This design comes from an exercise in tuning for a short achievable clock period and few clock cycles on the open sky130 flow, not from production work. Function was checked by simulation only, so behaviour that the tests miss may differ from the original. Power and IR drop assume default switching activity.

--- flow/run.sh ---
#!/bin/bash
# synth_recipe.tcl (not shown) runs the flow's synth.tcl, then flattens the netlist and writes it again
# the make line also repeats each setting of config.mk as NAME=value (left out here)
make -C /OpenROAD-flow-scripts/flow DESIGN_CONFIG=/design/flow/config.mk WORK_HOME=/design/flow/orfs CLKGATE_MAP_FILE= SYNTH_SCRIPT=/design/flow/synth_recipe.tcl finish
--- flow/config.mk ---
export PLATFORM = sky130hd
export DESIGN_NAME = projectCPU2021
export DESIGN_NICKNAME = projectCPU2021
export VERILOG_FILES = /design/flow/design.v
export SDC_FILE = /design/flow/constraint.sdc
export NUM_CORES = 4
export LEC_CHECK = 0
export ABC_CLOCK_PERIOD_IN_PS = 2000
export CAP_MARGIN = 20
export CORE_MARGIN = 2
export CORE_UTILIZATION = 40
export SETUP_SLACK_MARGIN = 2.4
export SLEW_MARGIN = 20
--- flow/constraint.sdc ---
create_clock -name core_clock -period 4.5 [get_ports {clk}]
set_input_delay 0.9000 -clock core_clock [delete_from_list [all_inputs] [get_ports {clk}]]
set_output_delay 0.9000 -clock core_clock [all_outputs]
set_load 0.01 [all_outputs]
--- flow/design.v ---
module projectCPU2021(
  clk,
  rst,
  wrEn,
  data_fromRAM,
  addr_toRAM,
  data_toRAM
);
input clk, rst;
input wire [15:0] data_fromRAM;
output wire [15:0] data_toRAM;
output wire wrEn;
output wire [12:0] addr_toRAM;
localparam OP_ADD = 3'd0, OP_NAND = 3'd1, OP_SRRL = 3'd2, OP_GE = 3'd3,
           OP_SZ = 3'd4, OP_CP2W = 3'd5, OP_CPFW = 3'd6, OP_JMP = 3'd7;
wire [15:0] din = data_fromRAM;
reg [12:0] addr_q;      
reg        we_q;        
reg        w2;          
reg        sel_q;       
reg        f1;          
reg [12:0] f1pc;
reg        f2;          
reg [12:0] f2pc;
reg        f2x;         
reg        i1, i2;      
assign addr_toRAM = sel_q ? din[12:0] : addr_q;
assign wrEn       = we_q & ~rst;
reg        p1v, p2v;    
reg [ 2:0] p1op, p2op;
reg [12:0] p1pc;
reg        p1s, p2s;    
reg        szpend;      
reg        szunres;     
reg        szskip;      
reg [15:0] W;
reg [12:0] c2;          
reg        c2v;
assign data_toRAM = W;
reg        q0v, q1v;
reg        q0z, q1z;    
reg [15:0] q0w, q1w;
reg [12:0] q0pc, q1pc;
reg [12:0] fpc;         
reg        fm;          
reg        lkv, lkh;    
reg        lkz;
reg [12:0] lkpc;
reg [15:0] lkw;
reg [15:0] ic_d [0:31];
reg [ 7:0] ic_t [0:31];
reg [31:0] ic_z;        
reg [31:0] ic_v;
reg        invp;        
reg [12:0] inva;
reg        invm;        
reg [ 4:0] inv2;
wire p2live = p2v & ~(p2s & szskip);
wire dz     = (din == 16'd0);
wire jres   = p2live & (p2op == OP_JMP);           
wire szres  = p2live & (p2op == OP_SZ);
wire [3:0] s = din[3:0];
wire hi0 = (din[15:6] == 10'd0);
wire m_shr = hi0 & ~din[5] & ~din[4];
wire m_shl = hi0 & ~din[5] &  din[4];
wire m_ror = hi0 &  din[5] & ~din[4];
wire [31:0] wl = {W, W} << s;
wire [31:0] wr = {W, W} >> s;
wire [15:0] sh = m_shr ? (W >> s) : m_shl ? (W << s) : m_ror ? wr[15:0] : wl[31:16];
wire        xadd  = p2live & (p2op == OP_ADD);
wire        xnand = p2live & (p2op == OP_NAND);
wire        xsrrl = p2live & (p2op == OP_SRRL);
wire        xge   = p2live & (p2op == OP_GE);
wire        xcp   = p2live & (p2op == OP_CP2W);
wire        wupd  = xadd | xnand | xsrrl | xge | xcp;
wire [15:0] alu   = ({16{xadd}}  & (W + din)) | ({16{xnand}} & ~(W & din)) |
                    ({16{xsrrl}} & sh) | ({16{xge}} & {15'd0, W >= din}) |
                    ({16{xcp}}   & din);
wire [9:0] fblkm = fpc[12:3] - 10'd1;
wire       stale = we_q & ((addr_q[12:3] == fpc[12:3]) | (addr_q[12:3] == fblkm));
wire        arrv = f2 & ~f2x;                       
wire        lkok = lkv & lkh;
wire        hv   = q0v | lkok | arrv;
wire [15:0] hw   = q0v ? q0w  : lkok ? lkw  : din;
wire [12:0] hpc  = q0v ? q0pc : lkok ? lkpc : f2pc;
wire [ 2:0] hop  = hw[15:13];
wire        dz13 = (din[12:0] == 13'd0);
wire        hind = q0v ? q0z : lkok ? lkz : dz13;
wire [12:0] ec2  = w2 ? W[12:0] : c2;
wire        ec2v = w2 | c2v;
wire [12:0] hea  = hind ? ec2 : hw[12:0];
wire        hwr  = (hop == OP_CPFW);
wire        hsz  = (hop == OP_SZ);
wire        hni  = hind & ~ec2v;                    
wire p1jmp  = p1v & (p1op == OP_JMP);
wire p1alu  = p1v & (p1op != OP_CPFW) & (p1op != OP_JMP) & (p1op != OP_SZ);
wire flush  = jres | stale;
wire szwait = szpend & szunres;                    
wire drop   = szpend & ~szunres & szskip & hv & ~flush;
wire can_dec = hv & ~flush & ~p1jmp & ~i1 & ~i2 & ~drop &
               ~(hwr & p1alu) & ~(szwait & (hwr | hsz | hni));
wire need_i  = can_dec & hni;
wire dec     = can_dec & ~need_i;
wire pop     = dec | drop;
wire f2live      = f2 & ~f2x;
wire owed2       = (q0v & (q1v | lkv | f1 | f2live)) | (q1v & (lkv | f1 | f2live)) |
                   (lkv & (f1 | f2live)) | (f1 & f2live);
wire space       = ~owed2;
wire used_new    = pop & ~q0v;                      
wire nw          = (arrv | lkok) & ~used_new & ~flush;
wire [15:0] nww  = arrv ? din : lkw;
wire [12:0] nwpc = arrv ? f2pc : lkpc;
wire        nwz  = arrv ? dz13 : lkz;
wire fe_ok       = ~flush & ~(lkv & ~lkh);
wire port_free   = ~dec & ~need_i & ~p1jmp & ~flush;
wire fetch       = fe_ok & fm & space & port_free;
wire look        = fe_ok & space & ~f1 & ~sel_q & ~fetch & ~fm &
                   ~(invp & (inva[4:0] == fpc[4:0])) & ~(invm & (inv2 == fpc[4:0]));
wire [4:0] fidx  = fpc[4:0];
always @(posedge clk) begin
  if (rst) begin
    addr_q  <= 13'd0;
    we_q    <= 1'b0;
    w2      <= 1'b0;
    sel_q   <= 1'b0;
    f1      <= 1'b1;
    f1pc    <= 13'd0;
    f2      <= 1'b0;
    f2x     <= 1'b0;
    i1      <= 1'b0;
    i2      <= 1'b0;
    fpc     <= 13'd1;
    fm      <= 1'b1;
    lkv     <= 1'b0;
    p1v     <= 1'b0;
    p2v     <= 1'b0;
    p1s     <= 1'b0;
    p2s     <= 1'b0;
    szpend  <= 1'b0;
    szunres <= 1'b0;
    szskip  <= 1'b0;
    q0v     <= 1'b0;
    q1v     <= 1'b0;
    W       <= 16'd0;
    c2v     <= 1'b0;
    ic_v    <= 32'd0;
    invp    <= 1'b0;
    invm    <= 1'b0;
  end else begin
    if (wupd) W <= alu;
    if (w2) begin c2 <= W[12:0]; c2v <= 1'b1; end
    if (i2) begin c2 <= din[12:0]; c2v <= 1'b1; end
    if (f2) begin
      ic_d[f2pc[4:0]] <= din;
      ic_t[f2pc[4:0]] <= f2pc[12:5];
      ic_z[f2pc[4:0]] <= dz13;
      ic_v[f2pc[4:0]] <= 1'b1;
    end
    invp <= we_q;
    inva <= addr_q;
    invm <= invp & (ic_t[inva[4:0]] == inva[12:5]);
    inv2 <= inva[4:0];
    if (invm)
      ic_v[inv2] <= 1'b0;
    lkv  <= look;
    lkpc <= fpc;
    lkh  <= ic_v[fidx] & (ic_t[fidx] == fpc[12:5]);
    lkw  <= ic_d[fidx];
    lkz  <= ic_z[fidx];
    if (szres) begin
      szskip  <= dz;
      szunres <= 1'b0;
    end
    if (dec) begin
      szpend <= hsz;
      if (hsz) szunres <= 1'b1;
    end else if (drop)
      szpend <= 1'b0;
    p2v  <= p1v;
    p2op <= p1op;
    p2s  <= p1s;
    p1v  <= dec;
    p1op <= hop;
    p1pc <= hpc;
    p1s  <= szpend;
    i2   <= i1;
    i1   <= need_i;
    f2   <= f1 | sel_q;
    f2pc <= sel_q ? din[12:0] : f1pc;
    f2x  <= f1 & flush | sel_q & ~jres;
    if (flush) begin
      q0v <= 1'b0;
      q1v <= 1'b0;
    end else if (pop & q0v) begin
      q0v  <= q1v | nw;
      q0w  <= q1v ? q1w  : nww;
      q0pc <= q1v ? q1pc : nwpc;
      q0z  <= q1v ? q1z  : nwz;
      q1v  <= q1v & nw;
      q1w  <= nww;
      q1pc <= nwpc;
      q1z  <= nwz;
    end else if (q0v) begin
      if (!q1v) begin
        q1v  <= nw;
        q1w  <= nww;
        q1pc <= nwpc;
        q1z  <= nwz;
      end
    end else begin
      q0v  <= nw;
      q0w  <= nww;
      q0pc <= nwpc;
      q0z  <= nwz;
    end
    we_q  <= 1'b0;
    w2    <= 1'b0;
    sel_q <= 1'b0;
    f1    <= 1'b0;
    if (jres) begin
      addr_q <= din[12:0] + 13'd1;
      f1     <= 1'b1;
      f1pc   <= din[12:0] + 13'd1;
      fpc    <= din[12:0] + 13'd2;
      fm     <= 1'b0;
    end else if (stale) begin
      fpc <= p1pc + 13'd1;
      fm  <= 1'b0;
    end else begin
      if (p1jmp)
        sel_q <= 1'b1;
      else if (dec) begin
        addr_q <= hea;
        we_q   <= hwr;
        w2     <= hwr & (hea == 13'd2);
      end else if (need_i)
        addr_q <= 13'd2;
      else if (fetch) begin
        addr_q <= fpc;
        f1     <= 1'b1;
        f1pc   <= fpc;
      end
      if (lkv & ~lkh) begin
        fm  <= 1'b1;
        fpc <= lkpc;
      end else if (fetch | look)
        fpc <= fpc + 13'd1;
    end
  end
end
endmodule
==> out/metrics.yaml <==
run_status:
  outcome: "complete, no violations"
timing:
  max_slew_margin_pct: 30.3
  hold_viol: 0
  skew_ns: 0.0385
  post-route-min-period_ns: 3.00
  maxSlewViolCount: 0
  fin_crit_sh_pct: 66.8
  layout_setup_ws_ns: 1.50
  rsz0062_at_grt: "true"
  setup_viol: 0
  clock.fmax_mhz: 333
  tightest_slew_ns: 1.05
  tns_ns: 0
finish:
  layout_common_cells: "954 x edfxtp_1, 295 x mux4_2, 273 x buf_4"
  area_growth_pct: 30.8
  fin_nets: 4136
  multi_input_area_um2: 21700
  layout_commonest_cell: "edfxtp_1"
  fillers: 9902
  register_area_um2: 31200
  antennaDiodeCount: 0
  drive_gt1_share_pct: 39.3
floorplan:
  coreArea_um2: 126000
  ioPinCount: 48
  die_w_um: 361
  rows: 130
  dieHeight_um: 361
  die_area_um2: 130000
  initial_core_util_pct: 40.4
critical_path:
  endpoint_kind: "flip-flop"
  critical-path-top-delay-family: "compound AO/OA/AOI/OAI gates"
  required_ns: 5.06
  reg2reg_setup_slack_ns: 1.50
  worst-path-buf-inv: 4
  r2r_end: "f1pc[7]"
  startpoint_type: "flip-flop"
  cpPeakStageDelay_ns: 0.43
  r2r-start: "lkh"
  worstSetupPathType: "flip-flop to flip-flop"
  slowest_stage: "or3_4"
  crit_chain: "buf_6 -> and2_4 -> a211oi_4 -> a32o_2 -> a2111oi_4 -> buf_4 -> a211o_1 -> or3_4 -> buf_12 -> buf_4 -> nor2_4 -> a2111oi_4"
  arrival_ns: 3.56
  reg2reg_depth: 12
  crit_fanout: 5
global_routing:
  globalRouteOverflowTotal: 0
  grt_pass1_wl_mm: 248
  grt_max_degree: 73
  antenna_found_initial: 2
  gr-usage-all-layers_pct: 26.1
  grt_pass1_vias: 34900
place:
  io_buffer_count: 47
  dp_slack_ns: 0.118
  place_congestion: 0.917
  dpl.hpwl_mm: 97.3
drt:
  vias_per_cell: 6.24
  firstDrtPassIters: 6
  drc_errors: 0
  routed_wl_mm: 177
  antenna_left: 0
  avgRoutedWirePerCell_um: 30.5
  vias: 36200
  drt_iter0_drc: 4695
synth:
  synth_edf_count: 954
  synth.distinct_cells: 87
  synth.avg_cell_area_um2: 14.2
  yosys.area.top_type: "edfxtp_1"
  synthTopCellsByArea: "edfxtp_1 56%, mux4_2 13%, dfxtp_1 4.7%, mux2i_1 3.7%, nor2_1 2.3%"
  yosysSeqAreaShare_pct: 60.9
  synth_top_area_share_pct: 56.2
  synth_seq_cells: 1073
  synth_area_um2: 51000
  synthFlopType: "edfxtp_1"
  syn-num-nets: 3666
  async_flop_share_pct: 0
  synth_cells: 3599
  yosysWarnings: 1
min_path:
  hp-start: "data_fromRAM[9]"
  hold_depth: 1
  hold_class: "input port to flip-flop"
  whs_endpoint: "ic_d[2][9]"
clock_network:
  cts_buffer_depth: 3
  cts_tree: "yes"
  numCtsBuffers: 112
  htreeDepth: 3
  cts-root-buf: "clkbuf_16"
  holdBufCountCts: 0
  clk_pin_slew_ns: 0.07
  cts_sinks: 1073
  clkLatencyLatePin_ns: 0.72
pwr:
  power.density_nw_per_um2: 514
  ir_drop_mv: 0.377
  p_leak_nw: 22.6
job:
  maxCapViolations: 0
==> flip-flops by register name, indices dropped and copies added (netlist names), 16 cells and up, named ones only <==
name and flops:
lkw 16, ic_v 32, ic_d 512, q0w 16
W 16, q1w 16, ic_t 256, ic_z 32
==> stage by stage <==
stage / power, mW / utilization, % / cells / instance area, um2 / hold slack [ns]
after detailed placement: 21.5 / 43.1 / 5198 / 54300 / 0.427
final: 34.3 / 52.9 / 5811 / 66600 / 0.442
after global routing: 35.4 / 52.9 / 5811 / 66600 / 0.421
after global placement: 21.4 / 43.1 / 5197 / 54300 / 0.424
after floorplan: 18.5 / - / 3599 / 51600 / 0.403
after CTS: 33.2 / 51.0 / 5710 / 64300 / 0.400
==> layout make-up <==
| class | count | share of cell area [%] |
|---|---|---|
| multi-input cells | 2198 | 32.5 |
| flip-flops and latches | 1073 | 46.8 |
| well taps | 1650 | 3.10 |
| clock buffers | 150 | 4.51 |
| clock inverters | 56 | 0.663 |
| inverters | 73 | 0.490 |
| repair buffers | 611 | 12.0 |
==> layer usage <==
layer  wire, um  track usage [%]
met4       9150             11.8
met3      17300             4.86
met2      82500             41.2
met5         19                0
met1      68200             35.0
==> report_power, final <==
group / internal, mW / total [mW] / switching, mW
Combinational: 6.07 / 12.7 / 6.67
Sequential: 11.9 / 12.7 / 0.808
Clock: 4.91 / 8.86 / 3.96
Total: 22.8 / 34.3 / 11.4
==> what timing repair did <==
item,in CTS,in global routing
cloned,47,11
endpoints found under the setup margin,1069,812
pin swaps,135,101
setup buffers,259,88
resized for setup,928,329
==> cells by family (layout without fill, tap and decap cells) <==
family          count (synthesis)  count (layout)  synth area share [%]
simple gates                  837             840                  7.48
buf+inv                       333             890                  2.65
compound gates                693             695                  8.61
flops                        1073            1073                  60.9
mux                           517             517                  17.5
xor+xnor                       96              96                  1.65
fa+ha+maj                      50              50                  1.24
==> worst max path at each step <==
stage                                 from        end  slack, ns  cells past startpoint
after floorplan                     fpc[3]    q0pc[0]       1.22                     13
after global placement    data_fromRAM[14]   q0pc[11]       0.19                     10
after detailed placement  data_fromRAM[14]    q0w[13]       0.12                     10
after CTS                              lkh  addr_q[8]       1.53                     11
after global routing                   lkh    q1pc[4]       1.45                     14
final                                  lkh    f1pc[7]       1.50                     12
==> synthesized netlist by cell type, types with 62 or more instances <==
| cell | count |
|---|---|
| nand3_1 | 66 |
| nand2_1 | 248 |
| mux2i_1 | 189 |
| nor2_1 | 307 |
| inv_1 | 71 |
| a211oi_1 | 71 |
| o21ai_0 | 175 |
| a21oi_1 | 225 |
| mux4_2 | 295 |
| xnor2_1 | 62 |
| dfxtp_1 | 119 |
| edfxtp_1 | 954 |
| clkbuf_1 | 173 |
==> worst register-to-register path: cells and delay by family (launching register included) <==
| kind | cells | cell delay (ns) |
|---|---|---|
| buf+inv | 4 | 0.68 |
| compound gates | 5 | 1.03 |
| flops | 1 | 0.39 |
| simple gates | 3 | 0.75 |
Testbench counts, summed over its fixed seeds: cycles 43,388.

-- port drivers added, routing unchanged --
Ports are ideal in the flow. The routed layout listed here was re-timed in OpenROAD. Step 1, drivers: a clkbuf_16 drives clk and a buf_2 each remaining input, both assumed. Step 2 adds t to the input delays and takes it off the output delays; t is the mean of the earliest and latest rising clock arrival at the registers after step 1. Input paths then give back, and output paths get back, about the clock's delay inside the block. Three values: no drivers, after step 1, after step 2; two values: the first two.
t, ns: 0.777
setup WS [ns]: 1.496 / 1.496 / 0.946
worst setup path after step 2: input to register
worst register clock-pin slew, ns: 0.07 / 0.07
After both steps this run still meets setup and hold. The setup slack of this run moves by 0.000 ns with the drivers and by -0.550 ns with both steps.
